Source: an optimization exercise on an open RTL-to-GDS flow (aim: a short achievable clock period and few clock cycles). Production flows keep margins and buffers that such runs may drop.
At most, simulation tests tie the RTL to the original design; equivalence was not proved.
The flow treats the clock pin as an ideal source, which a real chip does not have.
Power figures rest on the tool's default switching activity, not on a simulated workload.

==> trial 68 <==
==> flow/design.v (excerpt) <==
module RV32core(
        input clk,   
        input rst,   
        output[31:0] imem_addr,
        input [31:0] imem_data,
        output[31:0] dmem_addr,
        output[31:0] dmem_wdata,
        output[3:0]  dmem_wstrb,
        input [31:0] dmem_rdata
    );
clock: 17.0 ns
lec_check: 0
abc_clock_period_in_ps: 1000
cap_margin: 20
core_margin: 2
core_utilization: 40
slew_margin: 20
standard.sh (not shown) runs the stock make flow with config.mk's settings and CLKGATE_MAP_FILE= SYNTH_SCRIPT=/design/flow/synth_recipe.tcl, a recipe that flattens the netlist after the stock synthesis.
==> flow/flow/run.sh <==
#!/bin/bash
# Layout: the standard ORFS flow, with timing repair asked to leave
# SETUP_SLACK_MARGIN ns of setup slack at the design's clock period.
set -euo pipefail
MARGIN=${MARGIN:-12.8}
bash standard.sh synth > synth.log 2>&1
bash standard.sh SETUP_SLACK_MARGIN=$MARGIN finish > layout.log 2>&1
==> build 52: changes against trial 68 <==
--- a/flow/design.v
+++ b/flow/design.v
@@ -16,19 +16,20 @@
     localparam LH = 5;               
     localparam NP = 1 << LH;
     localparam RD = 4;               
     localparam T_BR = 2'd0, T_JAL = 2'd1, T_RET = 2'd2, T_IND = 2'd3;
     reg [31:0] pc_f;
     reg        v_d;
-    reg [31:0] ir_d, pc_d, ptgt_d;
+    reg [31:0] ir_d, pc_d, ptgt_d, pc4_d, brt_d, jalt_d;
     reg        pt_d;                 
     reg        bp_d;                 
     reg [HI-1:0] bi_d;               
     reg        v_e;
     reg [31:0] a_e, b_e, sd_e;       
-    reg        a_m, a_w, b_m, b_w, s_m, s_w;     
+    reg        a_m, b_m, s_m;       
+    reg        a_h, b_h;            
     reg [10:0] alu_e;                
     reg [31:0] link_e, alt_e, ctgt_e, jcmp_e, pc_e;
     reg        br_e, jal_e, jalr_e, ret_e, call_e, ld_e, st_e, wen_e, pt_e;
     reg [5:0]  mc_e;                 
     reg        jx_e, jc_e;           
     reg [2:0]  f3_e;
@@ -53,23 +54,43 @@
     reg [4:0]    lp_trip [0:NH-1];   
     reg [4:0]    lp_cnt  [0:NH-1];   
     reg          lp_conf [0:NH-1];
     reg [1:0]    pht     [0:NP-1];
     reg [31:0]   ras     [0:RD-1];
     reg [1:0]    ras_sp;             
+    wire [15:0] ld_h = res_m[1] ? dmem_rdata[31:16] : dmem_rdata[15:0];
+    wire [7:0]  ld_b = res_m[0] ? ld_h[15:8] : ld_h[7:0];
+    wire [31:0] ld_v = f3_m[1] ? dmem_rdata :
+                       f3_m[0] ? {{16{~f3_m[2] & ld_h[15]}}, ld_h} :
+                                 {{24{~f3_m[2] & ld_b[7]}}, ld_b};
+    wire [31:0] val_m = ld_m ? ld_v : res_m;
     reg [31:0] pc_o, res_o;
     assign imem_addr = pc_o;
     wire [BI-1:0] bx_f = pc_f[BI+1:2];
     wire [HI-1:0] hx_f = pc_f[HI+1:2];
     wire hit_f = btb_v[bx_f] && btb_tag[bx_f] == pc_f[31:BI+2];
     wire [1:0] typ_f = btb_typ[bx_f];
     wire bp_f = dp[hx_f];
     wire taken_f = hit_f && (typ_f != T_BR || bp_f);
     wire [31:0] ras_top = ras[ras_sp];
     wire [31:0] tgt_f = typ_f == T_RET ? ras_top : btb_tgt[bx_f];
     wire [31:0] pc4_f = pc_f + 32'd4;
+    wire [31:0] fimm_b = {{20{imem_data[31]}}, imem_data[7], imem_data[30:25], imem_data[11:8], 1'b0};
+    wire [31:0] fimm_j = {{12{imem_data[31]}}, imem_data[19:12], imem_data[20], imem_data[30:21], 1'b0};
+    wire [13:0] brt_lo  = {1'b0, pc_f[12:0]} + {1'b0, fimm_b[12:0]};
+    wire [18:0] brt_hp  = pc_f[31:13] + 19'd1;
+    wire [18:0] brt_hm  = pc_f[31:13] - 19'd1;
+    wire [18:0] brt_hi  = (fimm_b[31] & ~brt_lo[13]) ? brt_hm :
+                          (~fimm_b[31] & brt_lo[13]) ? brt_hp : pc_f[31:13];
+    wire [31:0] brt_f   = {brt_hi, brt_lo[12:0]};
+    wire [21:0] jalt_lo = {1'b0, pc_f[20:0]} + {1'b0, fimm_j[20:0]};
+    wire [10:0] jalt_hp = pc_f[31:21] + 11'd1;
+    wire [10:0] jalt_hm = pc_f[31:21] - 11'd1;
+    wire [10:0] jalt_hi = (fimm_j[31] & ~jalt_lo[21]) ? jalt_hm :
+                          (~fimm_j[31] & jalt_lo[21]) ? jalt_hp : pc_f[31:21];
+    wire [31:0] jalt_f  = {jalt_hi, jalt_lo[20:0]};
     wire [6:0] op = ir_d[6:0];
     wire [2:0] f3 = ir_d[14:12];
     wire [4:0] rd = ir_d[11:7], rs1 = ir_d[19:15], rs2 = ir_d[24:20];
     wire is_lui   = v_d && op == 7'b0110111;
     wire is_auipc = v_d && op == 7'b0010111;
     wire is_jal   = v_d && op == 7'b1101111;
@@ -89,32 +110,29 @@
     wire is_ret  = is_jalr && rd == 5'd0 && (rs1 == 5'd1 || rs1 == 5'd5);
     wire [31:0] imm_i = {{20{ir_d[31]}}, ir_d[31:20]};
     wire [31:0] imm_s = {{20{ir_d[31]}}, ir_d[31:25], ir_d[11:7]};
     wire [31:0] imm_b = {{20{ir_d[31]}}, ir_d[7], ir_d[30:25], ir_d[11:8], 1'b0};
     wire [31:0] imm_u = {ir_d[31:12], 12'b0};
     wire [31:0] imm_j = {{12{ir_d[31]}}, ir_d[19:12], ir_d[20], ir_d[30:21], 1'b0};
-    wire [31:0] pc4_d  = pc_d + 32'd4;
-    wire [31:0] brt_d  = pc_d + imm_b;
-    wire [31:0] jalt_d = pc_d + imm_j;
     wire [31:0] rf1 = rs1 == 5'd0 ? 32'd0 : rf[rs1];
     wire [31:0] rf2 = rs2 == 5'd0 ? 32'd0 : rf[rs2];
-    wire [31:0] rv1 = (wen_w && rd_w == rs1) ? val_w : rf1;
-    wire [31:0] rv2 = (wen_w && rd_w == rs2) ? val_w : rf2;
+    wire [31:0] rv1 = (wen_m && rd_m == rs1) ? val_m : (wen_w && rd_w == rs1) ? val_w : rf1;
+    wire [31:0] rv2 = (wen_m && rd_m == rs2) ? val_m : (wen_w && rd_w == rs2) ? val_w : rf2;
     wire stall_d = ld_e && rd_e != 5'd0 &&
                    ((use1 && rs1 == rd_e) || (use2 && rs2 == rd_e));
-    wire m1 = wen_e && rd_e == rs1, w1 = wen_m && rd_m == rs1;
-    wire m2 = wen_e && rd_e == rs2, w2 = wen_m && rd_m == rs2;
+    wire m1 = wen_e && rd_e == rs1;
+    wire m2 = wen_e && rd_e == rs2;
     wire ras_ok = 1'b1;
     wire id_jal  = is_jal && !pt_d;
     wire id_br   = is_br && !pt_d && bp_d;
     wire id_ret  = is_ret && !pt_d && ras_ok;
     wire id_bad  = pt_d && !(is_br | is_jal | is_jalr);
     wire [31:0] id_tgt = id_jal ? jalt_d : id_br ? brt_d : id_ret ? ras_top : pc4_d;
-    wire [31:0] A  = a_m ? res_m : a_w ? val_w : a_e;
-    wire [31:0] B  = b_m ? res_m : b_w ? val_w : b_e;
-    wire [31:0] SD = s_m ? res_m : s_w ? val_w : sd_e;
+    wire [31:0] A  = {a_h ? res_m[31:16] : a_e[31:16], a_m ? res_m[15:0] : a_e[15:0]};
+    wire [31:0] B  = {b_h ? res_m[31:16] : b_e[31:16], b_m ? res_m[15:0] : b_e[15:0]};
+    wire [31:0] SD = s_m ? res_m : sd_e;
     wire [31:0] sum  = A + B;
     wire [31:0] diff = A - B;
     wire eq  = A == B;
     wire [30:0] c_lt0 = ~A[30:0] & B[30:0];
     wire [30:0] c_eq0 = ~(A[30:0] ^ B[30:0]);
     wire [15:0] c_lt1, c_eq1;
@@ -173,18 +191,12 @@
     wire [3:0] strb_e = f3_e[1] ? 4'b1111 :
                         f3_e[0] ? (4'b0011 << sum[1:0]) : (4'b0001 << sum[1:0]);
     wire [31:0] wd_e = f3_e[1] ? SD : f3_e[0] ? {2{SD[15:0]}} : {4{SD[7:0]}};
     assign dmem_addr  = res_o;
     assign dmem_wdata = wdata_m;
     assign dmem_wstrb = wstrb_m;
-    wire [15:0] ld_h = res_m[1] ? dmem_rdata[31:16] : dmem_rdata[15:0];
-    wire [7:0]  ld_b = res_m[0] ? ld_h[15:8] : ld_h[7:0];
-    wire [31:0] ld_v = f3_m[1] ? dmem_rdata :
-                       f3_m[0] ? {{16{~f3_m[2] & ld_h[15]}}, ld_h} :
-                                 {{24{~f3_m[2] & ld_b[7]}}, ld_b};
-    wire [31:0] val_m = ld_m ? ld_v : res_m;
     integer i;
     always @(posedge clk or posedge rst) begin
         if (rst) begin
             pc_f <= 32'd0;
             v_d <= 1'b0;
             pt_d <= 1'b0;
@@ -200,43 +212,43 @@
         end
     end
     always @(posedge clk) begin
         if (!stall_d) begin
             ir_d <= imem_data;
             pc_d <= pc_f;
+            pc4_d <= pc4_f;
+            brt_d <= brt_f;
+            jalt_d <= jalt_f;
             ptgt_d <= tgt_f;
             bp_d <= bp_f;
             bi_d <= hx_f;
         end
     end
     wire go_e = !redirect_ex && !stall_d;
     wire pt_n = pt_d | id_br | id_ret;           
     wire [31:0] ptgt_n = pt_d ? ptgt_d : ras_top;
     always @(posedge clk or posedge rst) begin
         if (rst) begin
             v_e <= 1'b0;
-            a_m <= 1'b0; a_w <= 1'b0; b_m <= 1'b0; b_w <= 1'b0; s_m <= 1'b0; s_w <= 1'b0;
+            a_m <= 1'b0; b_m <= 1'b0; s_m <= 1'b0;
             alu_e <= 11'd0;
             br_e <= 1'b0; jal_e <= 1'b0; jalr_e <= 1'b0; ret_e <= 1'b0; call_e <= 1'b0;
             ld_e <= 1'b0; st_e <= 1'b0; wen_e <= 1'b0; pt_e <= 1'b0;
             mc_e <= 6'd0; jx_e <= 1'b0; jc_e <= 1'b0;
         end else if (!go_e) begin
             v_e <= 1'b0;
-            a_m <= 1'b0; a_w <= 1'b0; b_m <= 1'b0; b_w <= 1'b0; s_m <= 1'b0; s_w <= 1'b0;
+            a_m <= 1'b0; b_m <= 1'b0; s_m <= 1'b0;
             alu_e <= 11'd0;
             br_e <= 1'b0; jal_e <= 1'b0; jalr_e <= 1'b0; ret_e <= 1'b0; call_e <= 1'b0;
             ld_e <= 1'b0; st_e <= 1'b0; wen_e <= 1'b0; pt_e <= 1'b0;
             mc_e <= 6'd0; jx_e <= 1'b0; jc_e <= 1'b0;
         end else begin
             v_e <= v_d;
             a_m <= a_rs1 && m1;
-            a_w <= a_rs1 && !m1 && w1;
             b_m <= b_rs2 && m2;
-            b_w <= b_rs2 && !m2 && w2;
             s_m <= is_st && m2;
-            s_w <= is_st && !m2 && w2;
             alu_e[0]  <= is_lui | is_auipc | is_ld | is_st |
                          (is_op & f3 == 3'd0 & ~ir_d[30]) | (is_opi & f3 == 3'd0);
             alu_e[1]  <= is_op & f3 == 3'd0 & ir_d[30];
             alu_e[2]  <= (is_op | is_opi) & f3 == 3'd7;
             alu_e[3]  <= (is_op | is_opi) & f3 == 3'd6;
             alu_e[4]  <= (is_op | is_opi) & f3 == 3'd4;
@@ -254,12 +266,14 @@
                      is_br & (f3 == (pt_n ? 3'd0 : 3'd1)), is_br & (f3 == (pt_n ? 3'd1 : 3'd0))};
             jx_e <= is_jalr & ~pt_n;
             jc_e <= is_jalr & pt_n;
         end
     end
     always @(posedge clk) begin
+        a_h <= !rst && go_e && a_rs1 && m1;
+        b_h <= !rst && go_e && b_rs2 && m2;
         a_e <= is_auipc ? pc_d : is_lui ? 32'd0 : rv1;
         b_e <= b_rs2 ? rv2 : is_st ? imm_s : (is_lui | is_auipc) ? imm_u : imm_i;
         sd_e <= rv2;
         link_e <= pc4_d;
         alt_e <= pt_n ? pc4_d : brt_d;
         ctgt_e <= is_jal ? jalt_d : brt_d;
@@ -326,13 +340,12 @@
     end
     wire [LH-1:0] d_h  = dh[u_hx];
     wire [1:0]    d_c  = pht[d_h];
     wire [1:0]    d_c1 = u_tk ? (d_c == 2'b11 ? 2'b11 : d_c + 2'd1) :
                                 (d_c == 2'b00 ? 2'b00 : d_c - 2'd1);
     wire [LH-1:0] d_h1 = {d_h[LH-2:0], u_tk};
-    wire          d_pn = d_h1 == d_h ? d_c1[1] : pht[d_h1][1];
     wire          l_hit  = lp_tag[u_hx] == u_ltag;
     wire [4:0]    l_cnt0  = l_hit ? lp_cnt[u_hx] : 5'd0;
     wire [4:0]    l_trip0 = l_hit ? lp_trip[u_hx] : 5'd0;
     wire          l_conf0 = l_hit & lp_conf[u_hx];
     wire [5:0]    l_run   = {1'b0, l_cnt0} + 6'd1;       
     reg  [4:0]    l_cnt1, l_trip1;
@@ -350,13 +363,30 @@
                 l_trip1 = l_trip0; l_conf1 = 1'b1;
             end else begin
                 l_trip1 = l_run[4:0]; l_conf1 = 1'b0;
             end
         end
     end
-    wire          l_pred = {1'b0, l_cnt1} + 6'd1 < {1'b0, l_trip1};
+    reg           w_v, w_lc;
+    reg [4:0]     w_cnt, w_trip;
+    reg [HI-1:0]  w_hx;
+    reg [LH-1:0]  w_h1;
+    always @(posedge clk or posedge rst) begin
+        if (rst) w_v <= 1'b0;
+        else w_v <= u_br;
+    end
+    always @(posedge clk) begin
+        w_hx <= u_hx;
+        w_h1 <= d_h1;
+        w_lc <= l_conf1;
+        w_cnt <= l_cnt1;
+        w_trip <= l_trip1;
+    end
+    wire [1:0]    w_c = pht[w_h1];
+    wire          w_pht = w_c[1];
+    wire          w_lp = {1'b0, w_cnt} + 6'd1 < {1'b0, w_trip};
     always @(posedge clk) begin
         if (rst_q) begin
             for (i = 0; i < NB; i = i + 1) btb_v[i] <= 1'b0;
             for (i = 0; i < NH; i = i + 1) begin
                 dh[i] <= {LH{1'b0}};
                 dp[i] <= 1'b0;
@@ -374,14 +404,14 @@
                 pht[d_h] <= d_c1;
                 dh[u_hx] <= d_h1;
                 lp_tag[u_hx] <= u_ltag;
                 lp_trip[u_hx] <= l_trip1;
                 lp_cnt[u_hx] <= l_cnt1;
                 lp_conf[u_hx] <= l_conf1;
-                dp[u_hx] <= l_conf1 ? l_pred : d_pn;
             end
+            if (w_v) dp[w_hx] <= w_lc ? w_lp : w_pht;
             if (call_e) begin
                 ras[ras_sp + 2'd1] <= link_e;
                 ras_sp <= ras_sp + 2'd1;
             end else if (ret_e) begin
                 ras_sp <= ras_sp - 2'd1;
             end
CORE_UTILIZATION = 55   (was 40)
==> notes <==
- Build 52 reached the layout checks and failed them: capacitance limit, slew limit. Trial 68 produced a clean layout.
- Flip-flop and latch count: build 52 is higher than trial 68 (115).
- Worst hold slack: trial 68 is lower than build 52 (0.028 ns).
- Via count: trial 68 is larger than build 52 (about 1.2%).
- Global-route usage: trial 68 is lower than build 52 (10 points).
No run of this note included a check of the RTL's function; only the layout flow was run.


==> inputs of job 5095 <==
Another version of the RTL of RV32core (not shown whole).
// RV32core
module RV32core(
        input clk,   
        input rst,   
        output[31:0] imem_addr,
        input [31:0] imem_data,
        output[31:0] dmem_addr,
        output[31:0] dmem_wdata,
        output[3:0]  dmem_wstrb,
        input [31:0] dmem_rdata
    );
Settings: LEC_CHECK=0, ABC_CLOCK_PERIOD_IN_PS=100, CAP_MARGIN=20, CORE_MARGIN=2, CORE_UTILIZATION=40, SLEW_MARGIN=20; clock period 17.0 ns.
==> flow/flow/run.sh <==
#!/bin/bash
set -euo pipefail
MARGIN=${MARGIN:-12.8}
HERE=$(pwd)
bash standard.sh ADDER_MAP_FILE= synth > synth.log 2>&1
bash standard.sh ADDER_MAP_FILE= SETUP_SLACK_MARGIN=$MARGIN \
  PRE_DETAIL_PLACE_TCL=$HERE/flow/pull_outs.tcl POST_CTS_TCL=$HERE/flow/drop_root.tcl \
  finish > layout.log 2>&1
==> flow/flow/drop_root.tcl <==
set block [ord::get_db_block]
set clknet [[$block findBTerm clk] getNet]
set loads {}
foreach it [$clknet getITerms] { if {[$it isInputSignal]} { lappend loads $it } }
if {[llength $loads] == 1} {
  set root [[lindex $loads 0] getInst]
  set onet ""
  foreach it [$root getITerms] { if {[$it isOutputSignal]} { set onet [$it getNet] } }
  set sinks {}
  if {$onet ne ""} {
    foreach it [$onet getITerms] { if {[$it isInputSignal]} { lappend sinks $it } }
  }
  if {$onet ne "" && [llength $sinks] > 0 && [llength $sinks] <= 4 && [string match "*clkbuf*" [[$root getMaster] getName]]} {
    foreach it $sinks { $it disconnect; $it connect $clknet }
    foreach it [$root getITerms] { $it disconnect }
    odb::dbInst_destroy $root
    odb::dbNet_destroy $onet
    puts "drop_root: [llength $sinks] clock buffers now driven by the clock port"
  } else {
    puts "drop_root: root buffer kept ([llength $sinks] loads)"
  }
} else {
  puts "drop_root: clock port drives [llength $loads] pins; nothing done"
}
==> flow/flow/pull_outs.tcl <==
# Pull each flip-flop that drives an output port's buffer next to that buffer,
# so the flop's Q net is short; detailed placement then legalizes.
set block [ord::get_db_block]
set moved 0
foreach bterm [$block getBTerms] {
  if {[$bterm getIoType] ne "OUTPUT"} { continue }
  set net [$bterm getNet]
  if {$net eq "NULL"} { continue }
  set buf ""
  foreach it [$net getITerms] { if {[$it isOutputSignal]} { set buf [$it getInst] } }
  if {$buf eq ""} { continue }
  set n2 ""
  foreach it [$buf getITerms] { if {[$it isInputSignal]} { set n2 [$it getNet] } }
  if {$n2 eq "" || $n2 eq "NULL"} { continue }
  if {[llength [$n2 getITerms]] != 2} { continue }
  set ff ""
  foreach it [$n2 getITerms] { if {[$it isOutputSignal]} { set ff [$it getInst] } }
  if {$ff eq ""} { continue }
  if {![string match "*df*" [[$ff getMaster] getName]]} { continue }
  set loc [$buf getLocation]
  $ff setLocation [lindex $loc 0] [lindex $loc 1]
  incr moved
}
puts "pull_outs: moved $moved flip-flops next to their output buffers"
==> inputs of job 4510, as changes to job 5095 <==
--- a/flow/design.v
+++ b/flow/design.v
@@ -41,24 +41,23 @@
     reg [2:0]  f3_m;
     reg [4:0]  rd_m;
     reg [31:0] val_w;
     reg        wen_w;
     reg [4:0]  rd_w;
-    reg [32*32-1:0] rf;              
-    localparam TW = 30 - BI;         
-    reg [NB-1:0]    btb_v;
-    reg [NB*TW-1:0] btb_tag;
-    reg [NB*32-1:0] btb_tgt;
-    reg [NB*2-1:0]  btb_typ;
-    reg [NH*LH-1:0] dh;              
-    reg [NH-1:0]    dp;              
-    reg [NH*8-1:0]  lp_tag;
-    reg [NH*5-1:0]  lp_trip;         
-    reg [NH*5-1:0]  lp_cnt;          
-    reg [NH-1:0]    lp_conf;
-    reg [NP*2-1:0]  pht;
-    reg [RD*32-1:0] ras;
+    reg [31:0] rf [1:31];
+    reg          btb_v   [0:NB-1];
+    reg [31:BI+2] btb_tag [0:NB-1];
+    reg [31:0]   btb_tgt [0:NB-1];
+    reg [1:0]    btb_typ [0:NB-1];
+    reg [LH-1:0] dh      [0:NH-1];   
+    reg          dp      [0:NH-1];   
+    reg [7:0]    lp_tag  [0:NH-1];
+    reg [4:0]    lp_trip [0:NH-1];   
+    reg [4:0]    lp_cnt  [0:NH-1];   
+    reg          lp_conf [0:NH-1];
+    reg [1:0]    pht     [0:NP-1];
+    reg [31:0]   ras     [0:RD-1];
     reg [1:0]    ras_sp;             
     wire [15:0] ld_h = res_m[1] ? dmem_rdata[31:16] : dmem_rdata[15:0];
     wire [7:0]  ld_b = res_m[0] ? ld_h[15:8] : ld_h[7:0];
     wire [31:0] ld_v = f3_m[1] ? dmem_rdata :
                        f3_m[0] ? {{16{~f3_m[2] & ld_h[15]}}, ld_h} :
@@ -67,17 +66,16 @@
     reg [31:0] pc_o, res_o;
     assign imem_addr = pc_o;
     reg  [4:0]    px_f;
     wire [BI-1:0] bx_f = px_f[BI-1:0];
     wire [HI-1:0] hx_f = px_f[HI-1:0];
-    wire hit_f = btb_v[bx_f] && btb_tag[bx_f*TW +: TW] == pc_f[31:BI+2];
-    wire [1:0] typ_f = btb_typ[bx_f*2 +: 2];
+    wire hit_f = btb_v[bx_f] && btb_tag[bx_f] == pc_f[31:BI+2];
+    wire [1:0] typ_f = btb_typ[bx_f];
     wire bp_f = dp[hx_f];
     wire taken_f = hit_f && (typ_f != T_BR || bp_f);
-    wire [31:0] ras_top = ras[ras_sp*32 +: 32];
-    wire [1:0]  ras_up = ras_sp + 2'd1;
-    wire [31:0] tgt_f = typ_f == T_RET ? ras_top : btb_tgt[bx_f*32 +: 32];
+    wire [31:0] ras_top = ras[ras_sp];
+    wire [31:0] tgt_f = typ_f == T_RET ? ras_top : btb_tgt[bx_f];
     wire [31:0] pc4_f = pc_f + 32'd4;
     wire [6:0] op = ir_d[6:0];
     wire [2:0] f3 = ir_d[14:12];
     wire [4:0] rd = ir_d[11:7], rs1 = ir_d[19:15], rs2 = ir_d[24:20];
     wire is_lui   = v_d && op == 7'b0110111;
@@ -102,12 +100,12 @@
     wire [31:0] imm_b = {{20{ir_d[31]}}, ir_d[7], ir_d[30:25], ir_d[11:8], 1'b0};
     wire [31:0] imm_u = {ir_d[31:12], 12'b0};
     wire [31:0] imm_j = {{12{ir_d[31]}}, ir_d[19:12], ir_d[20], ir_d[30:21], 1'b0};
     wire [31:0] brt_d  = pc_d + imm_b;
     wire [31:0] jalt_d = pc_d + imm_j;
-    wire [31:0] rf1 = rs1 == 5'd0 ? 32'd0 : rf[rs1*32 +: 32];
-    wire [31:0] rf2 = rs2 == 5'd0 ? 32'd0 : rf[rs2*32 +: 32];
+    wire [31:0] rf1 = rs1 == 5'd0 ? 32'd0 : rf[rs1];
+    wire [31:0] rf2 = rs2 == 5'd0 ? 32'd0 : rf[rs2];
     wire [31:0] rv1 = (wen_m && rd_m == rs1) ? val_m : (wen_w && rd_w == rs1) ? val_w : rf1;
     wire [31:0] rv2 = (wen_m && rd_m == rs2) ? val_m : (wen_w && rd_w == rs2) ? val_w : rf2;
     wire stall_d = ld_e && rd_e != 5'd0 &&
                    ((use1 && rs1 == rd_e) || (use2 && rs2 == rd_e));
     wire m1 = wen_e && rd_e == rs1;
@@ -184,10 +182,11 @@
                         f3_e[0] ? (4'b0011 << sum[1:0]) : (4'b0001 << sum[1:0]);
     wire [31:0] wd_e = f3_e[1] ? SD : f3_e[0] ? {2{SD[15:0]}} : {4{SD[7:0]}};
     assign dmem_addr  = res_o;
     assign dmem_wdata = wdata_m;
     assign dmem_wstrb = wstrb_m;
+    integer i;
     always @(posedge clk or posedge rst) begin
         if (rst) begin
             pc_f <= 32'd0;
             v_d <= 1'b0;
             pt_d <= 1'b0;
@@ -299,11 +298,11 @@
     always @(posedge clk) begin
         val_w <= val_m;
         rd_w <= rd_m;
     end
     always @(posedge clk) begin
-        if (wen_w) rf[rd_w*32 +: 32] <= val_w;
+        if (wen_w) rf[rd_w] <= val_w;
     end
     reg          u_btb, u_br, u_tk, rst_q;
     reg [BI-1:0] u_bx;
     reg [HI-1:0] u_hx;
     reg [7:0]    u_ltag;
@@ -331,11 +330,11 @@
         u_tag <= pc_e[31:BI+2];
         u_tgt <= jalr_e ? jtgt_e : ctgt_e;
         u_typ <= br_e ? T_BR : jal_e ? T_JAL : ret_e ? T_RET : T_IND;
     end
     wire [LH-1:0] d_h  = u_h;
-    wire [1:0]    d_c  = pht[d_h*2 +: 2];
+    wire [1:0]    d_c  = pht[d_h];
     wire [1:0]    d_c1 = u_tk ? (d_c == 2'b11 ? 2'b11 : d_c + 2'd1) :
                                 (d_c == 2'b00 ? 2'b00 : d_c - 2'd1);
     wire [LH-1:0] d_h1 = {d_h[LH-2:0], u_tk};
     wire          l_hit  = u_otag == u_ltag;
     wire [4:0]    l_cnt0  = l_hit ? u_cnt : 5'd0;
@@ -360,14 +359,14 @@
             end
         end
     end
     wire          e_same = u_br && u_hx == bi_e;
     always @(posedge clk) begin
-        u_h    <= e_same ? d_h1    : dh[bi_e*LH +: LH];
-        u_otag <= e_same ? u_ltag  : lp_tag[bi_e*8 +: 8];
-        u_cnt  <= e_same ? l_cnt1  : lp_cnt[bi_e*5 +: 5];
-        u_trip <= e_same ? l_trip1 : lp_trip[bi_e*5 +: 5];
+        u_h    <= e_same ? d_h1    : dh[bi_e];
+        u_otag <= e_same ? u_ltag  : lp_tag[bi_e];
+        u_cnt  <= e_same ? l_cnt1  : lp_cnt[bi_e];
+        u_trip <= e_same ? l_trip1 : lp_trip[bi_e];
         u_conf <= e_same ? l_conf1 : lp_conf[bi_e];
     end
     reg           w_v, w_lc;
     reg [4:0]     w_cnt, w_trip;
     reg [HI-1:0]  w_hx;
@@ -381,47 +380,49 @@
         w_h1 <= d_h1;
         w_lc <= l_conf1;
         w_cnt <= l_cnt1;
         w_trip <= l_trip1;
     end
-    wire [1:0]    w_c = pht[w_h1*2 +: 2];
+    wire [1:0]    w_c = pht[w_h1];
     wire          w_pht = w_c[1];
     wire          w_lp = {1'b0, w_cnt} + 6'd1 < {1'b0, w_trip};
     always @(posedge clk) begin
         if (rst_q) begin
-            btb_v <= {NB{1'b0}};
-            dh <= {NH*LH{1'b0}};
-            dp <= {NH{1'b0}};
-            lp_tag <= {NH*8{1'b0}};
-            lp_trip <= {NH*5{1'b0}};
-            lp_cnt <= {NH*5{1'b0}};
-            lp_conf <= {NH{1'b0}};
-            pht <= {NP{2'b01}};
-            ras <= {RD*32{1'b0}};
+            for (i = 0; i < NB; i = i + 1) btb_v[i] <= 1'b0;
+            for (i = 0; i < NH; i = i + 1) begin
+                dh[i] <= {LH{1'b0}};
+                dp[i] <= 1'b0;
+                lp_tag[i] <= 8'd0;
+                lp_trip[i] <= 5'd0;
+                lp_cnt[i] <= 5'd0;
+                lp_conf[i] <= 1'b0;
+            end
+            for (i = 0; i < NP; i = i + 1) pht[i] <= 2'b01;
+            for (i = 0; i < RD; i = i + 1) ras[i] <= 32'd0;
             ras_sp <= 2'd0;
         end else begin
             if (u_btb) btb_v[u_bx] <= 1'b1;
             if (u_br) begin
-                pht[d_h*2 +: 2] <= d_c1;
-                dh[u_hx*LH +: LH] <= d_h1;
-                lp_tag[u_hx*8 +: 8] <= u_ltag;
-                lp_trip[u_hx*5 +: 5] <= l_trip1;
-                lp_cnt[u_hx*5 +: 5] <= l_cnt1;
+                pht[d_h] <= d_c1;
+                dh[u_hx] <= d_h1;
+                lp_tag[u_hx] <= u_ltag;
+                lp_trip[u_hx] <= l_trip1;
+                lp_cnt[u_hx] <= l_cnt1;
                 lp_conf[u_hx] <= l_conf1;
             end
             if (w_v) dp[w_hx] <= w_lc ? w_lp : w_pht;
             if (call_e) begin
-                ras[ras_up*32 +: 32] <= link_e;
+                ras[ras_sp + 2'd1] <= link_e;
                 ras_sp <= ras_sp + 2'd1;
             end else if (ret_e) begin
                 ras_sp <= ras_sp - 2'd1;
             end
         end
     end
     always @(posedge clk) begin
         if (u_btb) begin
-            btb_tag[u_bx*TW +: TW] <= u_tag;
-            btb_tgt[u_bx*32 +: 32] <= u_tgt;
-            btb_typ[u_bx*2 +: 2] <= u_typ;
+            btb_tag[u_bx] <= u_tag;
+            btb_tgt[u_bx] <= u_tgt;
+            btb_typ[u_bx] <= u_typ;
         end
     end
 endmodule
==> inputs of job 5742, as changes to job 5095 <==
--- a/flow/design.v
+++ b/flow/design.v
@@ -20,10 +20,12 @@
     reg [31:0] pc_f;
     reg        v_d;
     reg [31:0] ir_d, pc_d, ptgt_d, pc4_d;
     reg        pt_d;                 
     reg        bp_d;                 
+    reg [13:0] dc_d;                 
+    reg        stall_q;              
     reg [HI-1:0] bi_d;               
     reg        v_e;
     reg [31:0] a_e, b_e, sd_e;       
     reg        a_m, b_m, s_m;       
     reg        a_h, b_h;            
@@ -75,30 +77,47 @@
     wire taken_f = hit_f && (typ_f != T_BR || bp_f);
     wire [31:0] ras_top = ras[ras_sp*32 +: 32];
     wire [1:0]  ras_up = ras_sp + 2'd1;
     wire [31:0] tgt_f = typ_f == T_RET ? ras_top : btb_tgt[bx_f*32 +: 32];
     wire [31:0] pc4_f = pc_f + 32'd4;
-    wire [6:0] op = ir_d[6:0];
+    wire [6:0] f_op = imem_data[6:0];
+    wire [4:0] f_rd = imem_data[11:7], f_rs1 = imem_data[19:15], f_rs2 = imem_data[24:20];
+    wire f_lui   = f_op == 7'b0110111;
+    wire f_auipc = f_op == 7'b0010111;
+    wire f_jal   = f_op == 7'b1101111;
+    wire f_jalr  = f_op == 7'b1100111;
+    wire f_br    = f_op == 7'b1100011;
+    wire f_ld    = f_op == 7'b0000011;
+    wire f_st    = f_op == 7'b0100011;
+    wire f_opi   = f_op == 7'b0010011;
+    wire f_opr   = f_op == 7'b0110011;
+    wire f_use1  = f_opr | f_opi | f_ld | f_st | f_br | f_jalr;
+    wire f_use2  = f_opr | f_br | f_st;
+    wire [13:0] f_dc = {
+        (f_lui | f_auipc | f_jal | f_jalr | f_ld | f_opi | f_opr) && f_rd != 5'd0,
+        f_use2, f_use1,
+        f_jalr && f_rd == 5'd0 && (f_rs1 == 5'd1 || f_rs1 == 5'd5),
+        (f_jal | f_jalr) && (f_rd == 5'd1 || f_rd == 5'd5),
+        f_opr, f_opi, f_st, f_ld, f_br, f_jalr, f_jal, f_auipc, f_lui};
     wire [2:0] f3 = ir_d[14:12];
     wire [4:0] rd = ir_d[11:7], rs1 = ir_d[19:15], rs2 = ir_d[24:20];
-    wire is_lui   = v_d && op == 7'b0110111;
-    wire is_auipc = v_d && op == 7'b0010111;
-    wire is_jal   = v_d && op == 7'b1101111;
-    wire is_jalr  = v_d && op == 7'b1100111;
-    wire is_br    = v_d && op == 7'b1100011;
-    wire is_ld    = v_d && op == 7'b0000011;
-    wire is_st    = v_d && op == 7'b0100011;
-    wire is_opi   = v_d && op == 7'b0010011;
-    wire is_op    = v_d && op == 7'b0110011;
-    wire writes  = is_lui | is_auipc | is_jal | is_jalr | is_ld | is_opi | is_op;
-    wire wen_d   = writes && rd != 5'd0;
-    wire a_rs1   = is_op | is_opi | is_ld | is_st | is_br | is_jalr;
+    wire is_lui   = v_d && dc_d[0];
+    wire is_auipc = v_d && dc_d[1];
+    wire is_jal   = v_d && dc_d[2];
+    wire is_jalr  = v_d && dc_d[3];
+    wire is_br    = v_d && dc_d[4];
+    wire is_ld    = v_d && dc_d[5];
+    wire is_st    = v_d && dc_d[6];
+    wire is_opi   = v_d && dc_d[7];
+    wire is_op    = v_d && dc_d[8];
+    wire is_call  = v_d && dc_d[9];
+    wire is_ret   = v_d && dc_d[10];
+    wire use1     = v_d && dc_d[11];
+    wire use2     = v_d && dc_d[12];
+    wire wen_d    = v_d && dc_d[13];
+    wire a_rs1   = use1;
     wire b_rs2   = is_op | is_br;
-    wire use1    = a_rs1;
-    wire use2    = is_op | is_br | is_st;
-    wire is_call = (is_jal | is_jalr) && (rd == 5'd1 || rd == 5'd5);
-    wire is_ret  = is_jalr && rd == 5'd0 && (rs1 == 5'd1 || rs1 == 5'd5);
     wire [31:0] imm_i = {{20{ir_d[31]}}, ir_d[31:20]};
     wire [31:0] imm_s = {{20{ir_d[31]}}, ir_d[31:25], ir_d[11:7]};
     wire [31:0] imm_b = {{20{ir_d[31]}}, ir_d[7], ir_d[30:25], ir_d[11:8], 1'b0};
     wire [31:0] imm_u = {ir_d[31:12], 12'b0};
     wire [31:0] imm_j = {{12{ir_d[31]}}, ir_d[19:12], ir_d[20], ir_d[30:21], 1'b0};
@@ -106,12 +125,11 @@
     wire [31:0] jalt_d = pc_d + imm_j;
     wire [31:0] rf1 = rs1 == 5'd0 ? 32'd0 : rf[rs1*32 +: 32];
     wire [31:0] rf2 = rs2 == 5'd0 ? 32'd0 : rf[rs2*32 +: 32];
     wire [31:0] rv1 = (wen_m && rd_m == rs1) ? val_m : (wen_w && rd_w == rs1) ? val_w : rf1;
     wire [31:0] rv2 = (wen_m && rd_m == rs2) ? val_m : (wen_w && rd_w == rs2) ? val_w : rf2;
-    wire stall_d = ld_e && rd_e != 5'd0 &&
-                   ((use1 && rs1 == rd_e) || (use2 && rs2 == rd_e));
+    wire stall_d = stall_q;
     wire m1 = wen_e && rd_e == rs1;
     wire m2 = wen_e && rd_e == rs2;
     wire ras_ok = 1'b1;
     wire id_jal  = is_jal && !pt_d;
     wire id_br   = is_br && !pt_d && bp_d;
@@ -188,13 +206,16 @@
     assign dmem_wstrb = wstrb_m;
     always @(posedge clk or posedge rst) begin
         if (rst) begin
             pc_f <= 32'd0;
             v_d <= 1'b0;
+            stall_q <= 1'b0;
             pt_d <= 1'b0;
         end else begin
             pc_f <= redirect_ex ? tgt_ex : pc_nx;
+            stall_q <= !redirect_ex && !stall_d && !redirect_id0 && is_ld && rd != 5'd0 &&
+                       ((f_use1 && f_rs1 == rd) || (f_use2 && f_rs2 == rd));
             if (redirect_ex || redirect_id) begin
                 v_d <= 1'b0;
                 pt_d <= 1'b0;
             end else if (!stall_d) begin
                 v_d <= 1'b1;
@@ -203,10 +224,11 @@
         end
     end
     always @(posedge clk) begin
         if (!stall_d) begin
             ir_d <= imem_data;
+            dc_d <= f_dc;
             pc_d <= pc_f;
             pc4_d <= pc4_f;
             ptgt_d <= tgt_f;
             bp_d <= bp_f;
             bi_d <= hx_f;
==> flow/flow/run.sh (replaced) <==
#!/bin/bash
set -euo pipefail
MARGIN=${MARGIN:-12.8}
HERE=$(pwd)
bash standard.sh ADDER_MAP_FILE= synth > synth.log 2>&1
bash standard.sh ADDER_MAP_FILE= SETUP_SLACK_MARGIN=$MARGIN \
  PRE_DETAIL_PLACE_TCL=$HERE/flow/pull_outs.tcl POST_CTS_TCL=$HERE/flow/post_cts.tcl \
  finish > layout.log 2>&1
==> flow/flow/post_cts.tcl (new file) <==
# After clock tree synthesis: drop the tree's root buffer (flow/drop_root.tcl),
# then one more round of timing repair with the final clock tree, and
# legalize again.
source [file join [file dirname [info script]] drop_root.tcl]
estimate_parasitics -placement
repair_timing -setup -setup_margin $::env(SETUP_SLACK_MARGIN) -repair_tns 100 -max_passes 40 -verbose
detailed_placement
check_placement -verbose
estimate_parasitics -placement
report_worst_slack -max
==> Implementation_results.wiki <==
{| class="wikitable"
! Metric !! Value
|-
| Share of the synthesized area in compound gates (AO/OA/AOI/OAI) || 0.0733
|-
| Outcome || no timing/DRC/antenna violations
|-
| Multi-input combinational gate total || 12518
|-
| Grt met3 use || 0.0530
|-
| CP Launch Point || px_f[0]
|-
| Sinks on Clock Net || about 4700
|-
| Share of the synthesized netlist area taken by xor and xnor gates || 0.0154
|-
| Portion of the layout cell area used by non-clock buffers || 0.0335
|-
| Clk network pwr share || 0.325
|-
| Multi-input combinational area share || 0.409
|}
Source of the figures above: job 5095

==> Implementation_results.wiki <==
{| class="wikitable"
! Metric !! Value
|-
| Share of the synthesized netlist area taken by xor and xnor gates || 0.0179
|-
| Ports placed on the boundary || ~170
|-
| Portion of the layout cell area used by non-clock buffers || 0.0390
|-
| Outcome || no timing/DRC/antenna violations
|-
| Share of the synthesized area in compound gates (AO/OA/AOI/OAI) || 0.0578
|-
| CP Launch Point || px_f[0]
|-
| Multi-input combinational area share || 0.296
|-
| Sinks on Clock Net || 4687
|-
| Grt met3 use || 0.0582
|-
| Clk network pwr share || 0.323
|}
Source of the figures above: job 4510

==> Implementation_results.wiki <==
{| class="wikitable"
! Metric !! Value
|-
| Grt met3 use || 0.0562
|-
| Multi-input combinational area share || 0.407
|-
| Share of the synthesized netlist area taken by xor and xnor gates || 0.0160
|-
| Multi-input combinational gate total || between 10000 and 15000
|-
| Number of max-slew violations in the final report || 3
|-
| Portion of the layout cell area used by non-clock buffers || 0.0441
|-
| Number of placement rows || around 290
|-
| Layout Check Fails || max-capacitance violations, max-slew violations
|-
| Clk network pwr share || 0.312
|-
| Met1 Resource Use GR || 0.375
|-
| Sinks on Clock Net || 4714
|-
| MaxCap Viol Count || 1
|-
| Share of the synthesized area in compound gates (AO/OA/AOI/OAI) || 0.0724
|-
| CP Launch Point || px_f[1]
|-
| Hold worst-path end || u_bx[2]
|-
| Outcome || complete, but fails checks
|-
| Number of nets in the finished design || between 15000 and 20000
|}
Source of the figures above: job 5742

Testbench counts of job 5095, summed over its fixed seeds: cycles 328,684.
No functional check of the RTL was part of job 4510 and job 5742.

## what the ideal ports hide
Ports are ideal in the flow. The routed layouts listed here were re-timed in OpenROAD. Step 1, drivers: a clkbuf_16 drives clk and a buf_2 each remaining input, both assumed. Step 2 also shifts input and output timing later by t, the mid clock arrival at the registers, as if the neighbouring blocks saw the same clock. Slacks: no drivers / after step 1 / after step 2; pairs: no drivers / after step 1.
run | shift t [ns] | setup WS [ns] | hold slack, ns | latest minus earliest clock arrival (ns) | worst data-port slew with drivers (ns)
trial 68 | 1.083 | 11.139 / 11.139 / 11.139 | 0.286 / 0.286 / 0.286 | 0.092 / 0.092 | 0.21
build 52 | 1.072 | 11.769 / 11.819 / 10.747 | 0.314 / 0.314 / 0.314 | 0.092 / 0.092 | 0.21
job 5095 | 1.002 | 11.985 / 11.985 / 11.368 | 0.317 / 0.317 / 0.317 | 0.133 / 0.133 | 0.27
job 4510 | 1.036 | 12.208 / 12.071 / 11.444 | 0.318 / 0.318 / 0.318 | 0.070 / 0.071 | 0.30
job 5742 | 1.011 | 11.843 / 11.843 / 11.664 | 0.326 / 0.326 / 0.326 | 0.132 / 0.132 | 0.35
The setup slack of build 52, which loses most, moves by +0.050 ns with the drivers and by -1.022 ns with both steps.
